This design comes from an exercise in tuning for small area and a short achievable clock period on the open sky130 flow, not from production work.
Where RTL was checked, it was by simulation tests only, not by an equivalence proof against the original.
Power figures rest on the tool's default switching activity, not on a simulated workload.

==> inputs of umber <==
Design ALU_Top, start of the top module:
module ALU_Top #(parameter Data_In_Width = 16)
(
    input   wire            [Data_In_Width-1 : 0]    A ,
    input   wire            [Data_In_Width-1 : 0]    B ,
    input   wire                          [3 : 0]    ALU_FUN,
    input   wire                                     CLK,
    input   wire                                     RST,
    output  wire      [(2*Data_In_Width)-1 : 0]      Arith_OUT,
    output  wire                                     Arith_Flag,
    output  wire            [Data_In_Width-1 : 0]    Logic_OUT,
    output  wire                                     Logic_Flag,
    output  wire                          [1 : 0]    CMP_OUT,
    output  wire                                     CMP_Flag,
    output  wire            [Data_In_Width-1 : 0]    Shift_OUT,
    output  wire                                     Shift_Flag
);
wire    Arith_Enable;
wire    Logic_Enable;
wire    CMP_Enable;
wire    Shift_Enable;
Decoder_2_to_4_Unit ins_Decoder_2_to_4_Unit (
    .alu_fun (ALU_FUN),
    .arith_En (Arith_Enable),
    .logic_En (Logic_Enable),
    .cmp_En (CMP_Enable),
    .shift_En (Shift_Enable)
);
Arithmetic_Unit ins_Arithmetic_Unit (
    .A_in (A),
    .B_in (B),
    .alu_fun (ALU_FUN),
    .CLK_in (CLK),
    .RST_in (RST),
    .arith_En (Arith_Enable),
    .arith_out (Arith_OUT),
  ...
export LEC_CHECK = 0
export ABC_AREA = 1
export CAP_MARGIN = 20
export CORE_MARGIN = 2
export CORE_UTILIZATION = 40
export SLEW_MARGIN = 20
create_clock -name core_clock -period 85.0 [get_ports {CLK}]
standard.sh (not shown) runs the stock make flow with config.mk's settings and CLKGATE_MAP_FILE= SYNTH_SCRIPT=/design/flow/synth_recipe.tcl, a recipe that flattens the netlist after the stock synthesis.
==> flow/flow/run.sh <==
#!/bin/bash
# The standard layout, repair_timing aiming for 46 ns of setup slack, with power recovery after global routing: gates on
# paths with positive slack are downsized (an optimisation step only: the
# clock and constraints are unchanged).
set -euo pipefail
bash standard.sh synth > synth.log 2>&1
bash standard.sh SETUP_SLACK_MARGIN=46 RECOVER_POWER=100 finish > layout.log 2>&1
==> lagoon (differences from umber) <==
==> flow/run.sh (new file) <==
#!/bin/bash
# synth_recipe.tcl (not shown) runs the flow's synth.tcl, then flattens the netlist and writes it again
# the make line also repeats each setting of config.mk as NAME=value (left out here)
make -C /OpenROAD-flow-scripts/flow DESIGN_CONFIG=/design/flow/config.mk WORK_HOME=/design/flow/orfs CLKGATE_MAP_FILE= SYNTH_SCRIPT=/design/flow/synth_recipe.tcl finish
removed: flow/flow/run.sh
removed: flow/standard.sh
==> garnet (differences from umber) <==
==> flow/flow/run.sh (replaced) <==
#!/bin/bash
# The standard layout, except that the port buffers are buf_1 cells (ORFS
# otherwise picks clkdlybuf4s50_1 delay cells); every port is still buffered.
set -euo pipefail
bash standard.sh synth > synth.log 2>&1
bash standard.sh "BUFFER_PORTS_ARGS=-buffer_cell sky130_fd_sc_hd__buf_1" finish > layout.log 2>&1
--- a/flow/config.mk
+++ b/flow/config.mk
@@ -10,3 +10,5 @@
 export CORE_MARGIN = 2
 export CORE_UTILIZATION = 40
+export CTS_BUF_LIST = sky130_fd_sc_hd__clkbuf_8
+export CTS_CLUSTER_SIZE = 25
 export SLEW_MARGIN = 20
==> notes.md <==
- garnet finished clean. umber ran to the end with violations: max-capacitance violations, max-slew violations. lagoon passed the timing, design-rule and antenna checks.
- In area after synthesis, lagoon and umber do not differ.
- In sequential cell count, umber and garnet do not differ.
- Clock power: umber is larger than garnet (about 30%).
- Sequential share of layout area, lowest first: umber, lagoon, garnet.
- Critical path depth: lagoon is lower than garnet (6).
- In synthesized cell count, umber and lagoon do not differ.
- Core utilization, lowest first: garnet, lagoon, umber.
- Fmax: umber < garnet < lagoon.
- In clock-buffer cell count, garnet and umber do not differ.
- Worst setup slack: lagoon > garnet > umber.
- Worst hold slack: lagoon is worse than umber (370 ps).
==> figures <==
quantity                                                                                lagoon                   garnet                                            umber
Result of the run                                                      complete, no violations  complete, no violations                       complete, but fails checks
Reasons for failing layout checks                                                            -                        -  max-capacitance violations, max-slew violations
Headroom to the max-slew limit                                                           19.0%                    21.9%                                            -149%
Minimum period implied by the final worst setup slack                                 38280 ps                 38540 ps                                         43050 ps
Transition time at the pin with the least slew margin                                  1180 ps                  1170 ps                                          3730 ps
Switch Pwr                                                                          0.000295 W               0.000288 W                                       0.000295 W
Vias in the first global route                                                           18119                    18406                                            18119
Count of buffering cells on the critical path with inverters included                       26                       27                                               29
Final critical-path setup slack                                                       46720 ps                 46460 ps                                         41950 ps
Fraction of area in multi-input gates                                                    71.4%                    74.2%                                            70.7%
Depth of the critical timing path with buffers and inverters included                      200                      206                                              201
Relative contribution of combinational cells to total power                              85.7%                    86.7%                                            85.7%
Final-report max-slew violation count                                                        0                        0                                              139
CP max FO                                                                                   20                       22                                               25
Starting DRT DRC Count                                                                    1476                     1659                                             1644
Wire length of the first global-routing pass                                         104000 um                103000 um                                        104000 um
Final standard cell area without fillers                                          0.0201 sq mm             0.0193 sq mm                                     0.0203 sq mm
Power share of the clock group                                                            6.9%                     5.6%                                             7.0%
Share of the core filled with cells in the final layout                                  44.5%                    42.8%                                            44.8%
Total met2 wirelength after detailed routing                                          32400 um                 31300 um                                         32300 um
Global routing usage on met1                                                             35.9%                    34.7%                                            35.9%
Number of multi-input logic gates                                                         2091                     2091                                             2093
Via count                                                                                18525                    18674                                            18590
Flop pwr share                                                                            7.4%                     7.7%                                             7.3%

==> 11-07: inputs <==
ALU_Top, a different RTL version from the one above (not shown whole).
==> module Arithmetic_Unit, before the edit <==
module Arithmetic_Unit #(parameter Data_In_Width = 16)
(
    input   wire    signed  [Data_In_Width-1 : 0]    A_in ,
    input   wire    signed  [Data_In_Width-1 : 0]    B_in ,
    input   wire                          [3 : 0]    alu_fun,
    input   wire                                     CLK_in,
    input   wire                                     RST_in,
    input   wire                                     arith_En,
    input   wire            [Data_In_Width : 0]      addsub,     
    output  reg         [(2*Data_In_Width)-1 : 0]    arith_out,
    output  reg                                      arith_flag
);
localparam N = Data_In_Width;
wire [2*N-1 : 0] prod;
Mul_Booth ins_mul (.a (A_in), .b (B_in), .p (prod));
wire [N-1 : 0]  quot;
Div_Mag ins_div (
    .a ((A_in[N-1]) ? (~A_in + 1'b1) : A_in),
    .b (B_in),
    .q (quot)
);
wire            b_nz = |B_in;
wire            q_neg = A_in[N-1] ^ B_in[N-1];
wire [N : 0]    quot_s = q_neg ? (~{1'b0, quot} + 1'b1) : {1'b0, quot};
reg [2*N-1 : 0] arith_out_comb;
always @ (*)
    begin
        if (arith_En)
            case (alu_fun[1:0])
                2'b00, 2'b01 : arith_out_comb = {{(N-1){addsub[N]}}, addsub};
                2'b10        : arith_out_comb = prod;
                2'b11        : arith_out_comb = b_nz ? {{(N-1){quot_s[N]}}, quot_s} : {(2*N){1'b0}};
            endcase
        else
            arith_out_comb = {(2*N){1'b0}};
    end
always @ (posedge CLK_in or negedge RST_in)
    begin
        if (!RST_in)
            begin
               arith_out  <= {(2*N){1'b0}};
               arith_flag <= 1'b0;
            end
        else
            begin
                arith_out  <= arith_out_comb;
                arith_flag <= arith_En;
            end
    end
endmodule
==> module CMP_Unit, before the edit <==
module CMP_Unit #(parameter Data_In_Width = 16)
(
    input   wire    signed  [Data_In_Width-1 : 0]    A_in ,      
    input   wire    signed  [Data_In_Width-1 : 0]    B_in ,      
    input   wire                          [3 : 0]    alu_fun,    
    input   wire                                     CLK_in,
    input   wire                                     RST_in,
    input   wire                                     cmp_En,
    input   wire                                     a_lt_b,     
    output  reg             [1 : 0]                  cmp_out,
    output  reg                                      cmp_flag
);
wire    [1 : 0]   alu_fun_LSBs = alu_fun[1:0];      
wire              a_eq_b = (A_in == B_in);
wire              a_gt_b = ~a_lt_b & ~a_eq_b;
reg     [1 : 0]   cmp_out_comb;
reg     cmp_flag_comb;
always @ (posedge CLK_in or negedge RST_in)
    begin
        if (!RST_in)
            begin
                cmp_out  <= 2'b0;
                cmp_flag <= 1'b0;
            end
        else
            begin
                cmp_out  <= cmp_out_comb;
                cmp_flag <= cmp_flag_comb;
            end
    end
always @ (*)
    begin
        if (cmp_En)
            begin
                case (alu_fun_LSBs)
                2'b00 : begin
                            cmp_flag_comb = 1'b0;
                            cmp_out_comb = 2'd0;
                        end
                2'b01 : begin
                            cmp_flag_comb = 1'b1;
                            cmp_out_comb = a_eq_b ? 2'd1 : 2'd0;
                        end
                2'b10 : begin
                            cmp_flag_comb = 1'b1;
                            cmp_out_comb = a_gt_b ? 2'd2 : 2'd0;
                        end
                2'b11 : begin
                            cmp_flag_comb = 1'b1;
                            cmp_out_comb = a_lt_b ? 2'd3 : 2'd0;
                        end
                endcase
            end
        else
            begin
                cmp_flag_comb = 1'b0;
                cmp_out_comb = 2'd0;
            end
    end
endmodule
==> module ALU_Top, before the edit <==
module ALU_Top #(parameter Data_In_Width = 16)
(
    input   wire            [Data_In_Width-1 : 0]    A ,
    input   wire            [Data_In_Width-1 : 0]    B ,
    input   wire                          [3 : 0]    ALU_FUN,
    input   wire                                     CLK,
    input   wire                                     RST,
    output  wire      [(2*Data_In_Width)-1 : 0]      Arith_OUT,
    output  wire                                     Arith_Flag,
    output  wire            [Data_In_Width-1 : 0]    Logic_OUT,
    output  wire                                     Logic_Flag,
    output  wire                          [1 : 0]    CMP_OUT,
    output  wire                                     CMP_Flag,
    output  wire            [Data_In_Width-1 : 0]    Shift_OUT,
    output  wire                                     Shift_Flag
);
wire    Arith_Enable;
wire    Logic_Enable;
wire    CMP_Enable;
wire    Shift_Enable;
wire                         Sub_Sel = ALU_FUN[0] | ALU_FUN[3];
wire    [Data_In_Width : 0]  Add_Sub = {A[Data_In_Width-1], A}
                                     + ({B[Data_In_Width-1], B} ^ {(Data_In_Width+1){Sub_Sel}})
                                     + {{Data_In_Width{1'b0}}, Sub_Sel};
Decoder_2_to_4_Unit ins_Decoder_2_to_4_Unit (
    .alu_fun (ALU_FUN),
    .arith_En (Arith_Enable),
    .logic_En (Logic_Enable),
    .cmp_En (CMP_Enable),
    .shift_En (Shift_Enable)
);
Arithmetic_Unit ins_Arithmetic_Unit (
    .A_in (A),
    .B_in (B),
    .alu_fun (ALU_FUN),
    .CLK_in (CLK),
    .RST_in (RST),
    .arith_En (Arith_Enable),
    .addsub (Add_Sub),
    .arith_out (Arith_OUT),
    .arith_flag (Arith_Flag)
);
Logic_Unit ins_Logic_unit (
    .A_in (A),
    .B_in (B),
    .alu_fun (ALU_FUN),
    .CLK_in (CLK),
    .RST_in (RST),
    .logic_En (Logic_Enable),
    .logic_out (Logic_OUT),
    .logic_flag (Logic_Flag)
);
CMP_Unit ins_CMP_Unit (
    .A_in (A),
    .B_in (B),
    .alu_fun (ALU_FUN),
    .CLK_in (CLK),
    .RST_in (RST),
    .cmp_En (CMP_Enable),
    .a_lt_b (Add_Sub[Data_In_Width]),
    .cmp_out (CMP_OUT),
    .cmp_flag (CMP_Flag)
);
Shift_unit ins_Shift_Unit (
    .A_in (A),
    .B_in (B),
    .alu_fun (ALU_FUN),
    .CLK_in (CLK),
    .RST_in (RST),
    .shift_En (Shift_Enable),
    .shift_out (Shift_OUT),
    .shift_flag (Shift_Flag)
);
endmodule
==> flow/config.mk <==
export PLATFORM = sky130hd
export DESIGN_NAME = ALU_Top
export DESIGN_NICKNAME = ALU_Top
export VERILOG_FILES = /design/flow/design.v
export SDC_FILE = /design/flow/constraint.sdc
export NUM_CORES = 4
export LEC_CHECK = 0
export ABC_AREA = 1
export CAP_MARGIN = 20
export CORE_MARGIN = 2
export CORE_UTILIZATION = 40
export SLEW_MARGIN = 20
==> flow/constraint.sdc <==
create_clock -name core_clock -period 85.0 [get_ports {CLK}]
set_input_delay 17.0000 -clock core_clock [delete_from_list [all_inputs] [get_ports {CLK}]]
set_output_delay 17.0000 -clock core_clock [all_outputs]
set_load 0.01 [all_outputs]
==> flow/flow/run.sh <==
#!/bin/bash
# The standard layout, except that the port buffers are buf_1 cells (ORFS
# otherwise picks clkdlybuf4s50_1 delay cells); every port is still buffered.
set -euo pipefail
bash standard.sh synth > synth.log 2>&1
bash standard.sh "BUFFER_PORTS_ARGS=-buffer_cell sky130_fd_sc_hd__buf_1" finish > layout.log 2>&1
==> inputs of 12-03, as changes to 11-07 <==
--- a/flow/design.v
+++ b/flow/design.v
@@ -46,9 +46,10 @@
     input   wire                                     RST_in,
     input   wire                                     arith_En,
-    input   wire            [Data_In_Width : 0]      addsub,     
     output  reg         [(2*Data_In_Width)-1 : 0]    arith_out,
     output  reg                                      arith_flag
 );
 localparam N = Data_In_Width;
+wire            sub = alu_fun[0];
+wire [N : 0]    addsub = {A_in[N-1], A_in} + ({B_in[N-1], B_in} ^ {(N+1){sub}}) + {{N{1'b0}}, sub};
 wire [2*N-1 : 0] prod;
 Mul_Booth ins_mul (.a (A_in), .b (B_in), .p (prod));
@@ -2367,11 +2368,8 @@
     input   wire                                     RST_in,
     input   wire                                     cmp_En,
-    input   wire                                     a_lt_b,     
     output  reg             [1 : 0]                  cmp_out,
     output  reg                                      cmp_flag
 );
 wire    [1 : 0]   alu_fun_LSBs = alu_fun[1:0];      
-wire              a_eq_b = (A_in == B_in);
-wire              a_gt_b = ~a_lt_b & ~a_eq_b;
 reg     [1 : 0]   cmp_out_comb;
 reg     cmp_flag_comb;
@@ -2380,5 +2378,5 @@
         if (!RST_in)
             begin
-                cmp_out  <= 2'b0;
+                cmp_out  <= 'sb0;
                 cmp_flag <= 1'b0;
             end
@@ -2396,17 +2394,17 @@
                 2'b00 : begin
                             cmp_flag_comb = 1'b0;
-                            cmp_out_comb = 2'd0;
+                            cmp_out_comb = 'sb0;
                         end
                 2'b01 : begin
                             cmp_flag_comb = 1'b1;
-                            cmp_out_comb = a_eq_b ? 2'd1 : 2'd0;
+                            cmp_out_comb = (A_in == B_in) ? 'sd1 : 'sd0;
                         end
                 2'b10 : begin
                             cmp_flag_comb = 1'b1;
-                            cmp_out_comb = a_gt_b ? 2'd2 : 2'd0;
+                            cmp_out_comb = (A_in > B_in) ?  'sd2 : 'sd0;
                         end
-                2'b11 : begin
+                2'b11 : begin   
                             cmp_flag_comb = 1'b1;
-                            cmp_out_comb = a_lt_b ? 2'd3 : 2'd0;
+                            cmp_out_comb = (A_in < B_in) ?  'sd3 : 'sd0;
                         end
                 endcase
@@ -2415,5 +2413,5 @@
             begin
                 cmp_flag_comb = 1'b0;
-                cmp_out_comb = 2'd0;
+                cmp_out_comb = 'sb0;
             end
     end
@@ -2485,8 +2483,4 @@
 wire    CMP_Enable;
 wire    Shift_Enable;
-wire                         Sub_Sel = ALU_FUN[0] | ALU_FUN[3];
-wire    [Data_In_Width : 0]  Add_Sub = {A[Data_In_Width-1], A}
-                                     + ({B[Data_In_Width-1], B} ^ {(Data_In_Width+1){Sub_Sel}})
-                                     + {{Data_In_Width{1'b0}}, Sub_Sel};
 Decoder_2_to_4_Unit ins_Decoder_2_to_4_Unit (
     .alu_fun (ALU_FUN),
@@ -2503,5 +2497,4 @@
     .RST_in (RST),
     .arith_En (Arith_Enable),
-    .addsub (Add_Sub),
     .arith_out (Arith_OUT),
     .arith_flag (Arith_Flag)
@@ -2524,5 +2517,4 @@
     .RST_in (RST),
     .cmp_En (CMP_Enable),
-    .a_lt_b (Add_Sub[Data_In_Width]),
     .cmp_out (CMP_OUT),
     .cmp_flag (CMP_Flag)
==> flow/flow/run.sh (replaced) <==
#!/bin/bash
# The standard layout, except that the port buffers are buf_1 cells (ORFS
# otherwise picks clkdlybuf4s50_1 delay cells; every port is still buffered),
# and repair_timing aims for 47 ns of setup slack (an optimisation target
# only: the clock and constraints are unchanged).
set -euo pipefail
bash standard.sh synth > synth.log 2>&1
bash standard.sh "BUFFER_PORTS_ARGS=-buffer_cell sky130_fd_sc_hd__buf_1" SETUP_SLACK_MARGIN=47 finish > layout.log 2>&1
==> inputs of 07-14, as changes to 11-07 <==
--- a/flow/design.v
+++ b/flow/design.v
@@ -46,9 +46,10 @@
     input   wire                                     RST_in,
     input   wire                                     arith_En,
-    input   wire            [Data_In_Width : 0]      addsub,     
     output  reg         [(2*Data_In_Width)-1 : 0]    arith_out,
     output  reg                                      arith_flag
 );
 localparam N = Data_In_Width;
+wire            sub = alu_fun[0];
+wire [N : 0]    addsub = {A_in[N-1], A_in} + ({B_in[N-1], B_in} ^ {(N+1){sub}}) + {{N{1'b0}}, sub};
 wire [2*N-1 : 0] prod;
 Mul_Booth ins_mul (.a (A_in), .b (B_in), .p (prod));
@@ -2367,11 +2368,8 @@
     input   wire                                     RST_in,
     input   wire                                     cmp_En,
-    input   wire                                     a_lt_b,     
     output  reg             [1 : 0]                  cmp_out,
     output  reg                                      cmp_flag
 );
 wire    [1 : 0]   alu_fun_LSBs = alu_fun[1:0];      
-wire              a_eq_b = (A_in == B_in);
-wire              a_gt_b = ~a_lt_b & ~a_eq_b;
 reg     [1 : 0]   cmp_out_comb;
 reg     cmp_flag_comb;
@@ -2380,5 +2378,5 @@
         if (!RST_in)
             begin
-                cmp_out  <= 2'b0;
+                cmp_out  <= 'sb0;
                 cmp_flag <= 1'b0;
             end
@@ -2396,17 +2394,17 @@
                 2'b00 : begin
                             cmp_flag_comb = 1'b0;
-                            cmp_out_comb = 2'd0;
+                            cmp_out_comb = 'sb0;
                         end
                 2'b01 : begin
                             cmp_flag_comb = 1'b1;
-                            cmp_out_comb = a_eq_b ? 2'd1 : 2'd0;
+                            cmp_out_comb = (A_in == B_in) ? 'sd1 : 'sd0;
                         end
                 2'b10 : begin
                             cmp_flag_comb = 1'b1;
-                            cmp_out_comb = a_gt_b ? 2'd2 : 2'd0;
+                            cmp_out_comb = (A_in > B_in) ?  'sd2 : 'sd0;
                         end
-                2'b11 : begin
+                2'b11 : begin   
                             cmp_flag_comb = 1'b1;
-                            cmp_out_comb = a_lt_b ? 2'd3 : 2'd0;
+                            cmp_out_comb = (A_in < B_in) ?  'sd3 : 'sd0;
                         end
                 endcase
@@ -2415,5 +2413,5 @@
             begin
                 cmp_flag_comb = 1'b0;
-                cmp_out_comb = 2'd0;
+                cmp_out_comb = 'sb0;
             end
     end
@@ -2485,8 +2483,4 @@
 wire    CMP_Enable;
 wire    Shift_Enable;
-wire                         Sub_Sel = ALU_FUN[0] | ALU_FUN[3];
-wire    [Data_In_Width : 0]  Add_Sub = {A[Data_In_Width-1], A}
-                                     + ({B[Data_In_Width-1], B} ^ {(Data_In_Width+1){Sub_Sel}})
-                                     + {{Data_In_Width{1'b0}}, Sub_Sel};
 Decoder_2_to_4_Unit ins_Decoder_2_to_4_Unit (
     .alu_fun (ALU_FUN),
@@ -2503,5 +2497,4 @@
     .RST_in (RST),
     .arith_En (Arith_Enable),
-    .addsub (Add_Sub),
     .arith_out (Arith_OUT),
     .arith_flag (Arith_Flag)
@@ -2524,5 +2517,4 @@
     .RST_in (RST),
     .cmp_En (CMP_Enable),
-    .a_lt_b (Add_Sub[Data_In_Width]),
     .cmp_out (CMP_OUT),
     .cmp_flag (CMP_Flag)
==> flow/flow/run.sh (replaced) <==
#!/bin/bash
# The standard layout, with repair_timing aiming for 48 ns of setup slack
# (an optimisation target only: the clock and constraints are unchanged).
set -euo pipefail
bash standard.sh synth > synth.log 2>&1
bash standard.sh SETUP_SLACK_MARGIN=48 finish > layout.log 2>&1
==> comparison table <==
                                                                             12-03                    11-07                    07-14
Proportion of cell area spent on the clock network                          0.0146                   0.0155                   0.0133
Synth Area in Simple Gates                                                   0.290                    0.308                    0.290
Number of detailed-route iterations in the first pass                            7                        6                        6
Buffer and inverter count on the worst path                                     32                       27                       27
Metal2 WL                                                                  31.9 mm                  31.3 mm                  33.4 mm
Area fraction of the dominant cell type after synthesis                      0.132                    0.124                    0.132
Relative contribution of the clock network to total power                    0.073                    0.079                    0.067
Met1 layer wirelength in the final routing                                 27.3 mm                  25.9 mm                  27.2 mm
Number of standard-cell rows in the floorplan                                   78                       79                       78
Internal power                                                          0.000226 W               0.000225 W               0.000237 W
Syn Nets                                                                     2,969                    2,877                    2,969
Post-layout utilization of the core                                          0.456                    0.426                    0.482
Run status                                                 complete, no violations  complete, no violations  complete, no violations
Post-route total power                                                  0.000522 W               0.000515 W               0.000541 W
Effective utilization at floorplan                                           0.404                    0.405                    0.404
Via count of the first global-routing pass                                  18,400                   18,300                   18,100
Part of the power in registers                                               0.074                    0.075                    0.071
Die Ht                                                                      218 µm                   221 µm                   218 µm
Maximum fanout encountered on the critical timing path                          16                       18                       10
No functional check of the RTL was part of 11-07.

what the ideal ports hide:
In the flow no input, the clock included, has a driving cell. The finished layouts below were timed again as built, in two steps. Step 1, drivers: a clkbuf_16 drives CLK and a buf_2 each remaining input, both assumed. Step 2 adds t to the input delays and takes it off the output delays; t is the mean of the earliest and latest rising clock arrival at the registers after step 1. Input paths then give back, and output paths get back, about the clock's delay inside the block. Slacks: ideal / step 1 / step 2; pairs: ideal / step 1.
run | t (ns) | slack for setup (ns) | worst hold slack (ns)
umber | 0.389 | 41.949 / 41.955 / 41.566 | 17.233 / 17.209 / 17.597
lagoon | 0.387 | 46.719 / 46.743 / 46.356 | 16.862 / 16.837 / 17.223
garnet | 0.398 | 46.460 / 46.473 / 46.075 | 16.822 / 16.812 / 17.210
11-07 | 0.394 | 46.581 / 46.603 / 46.210 | 16.854 / 16.832 / 17.225
12-03 | 0.378 | 48.985 / 48.997 / 48.619 | 16.859 / 16.845 / 17.223
07-14 | 0.389 | 49.286 / 49.309 / 48.920 | 16.855 / 16.829 / 17.218
For garnet, which loses most, drivers alone change the setup slack by +0.013 ns; drivers and shift together by -0.385 ns.
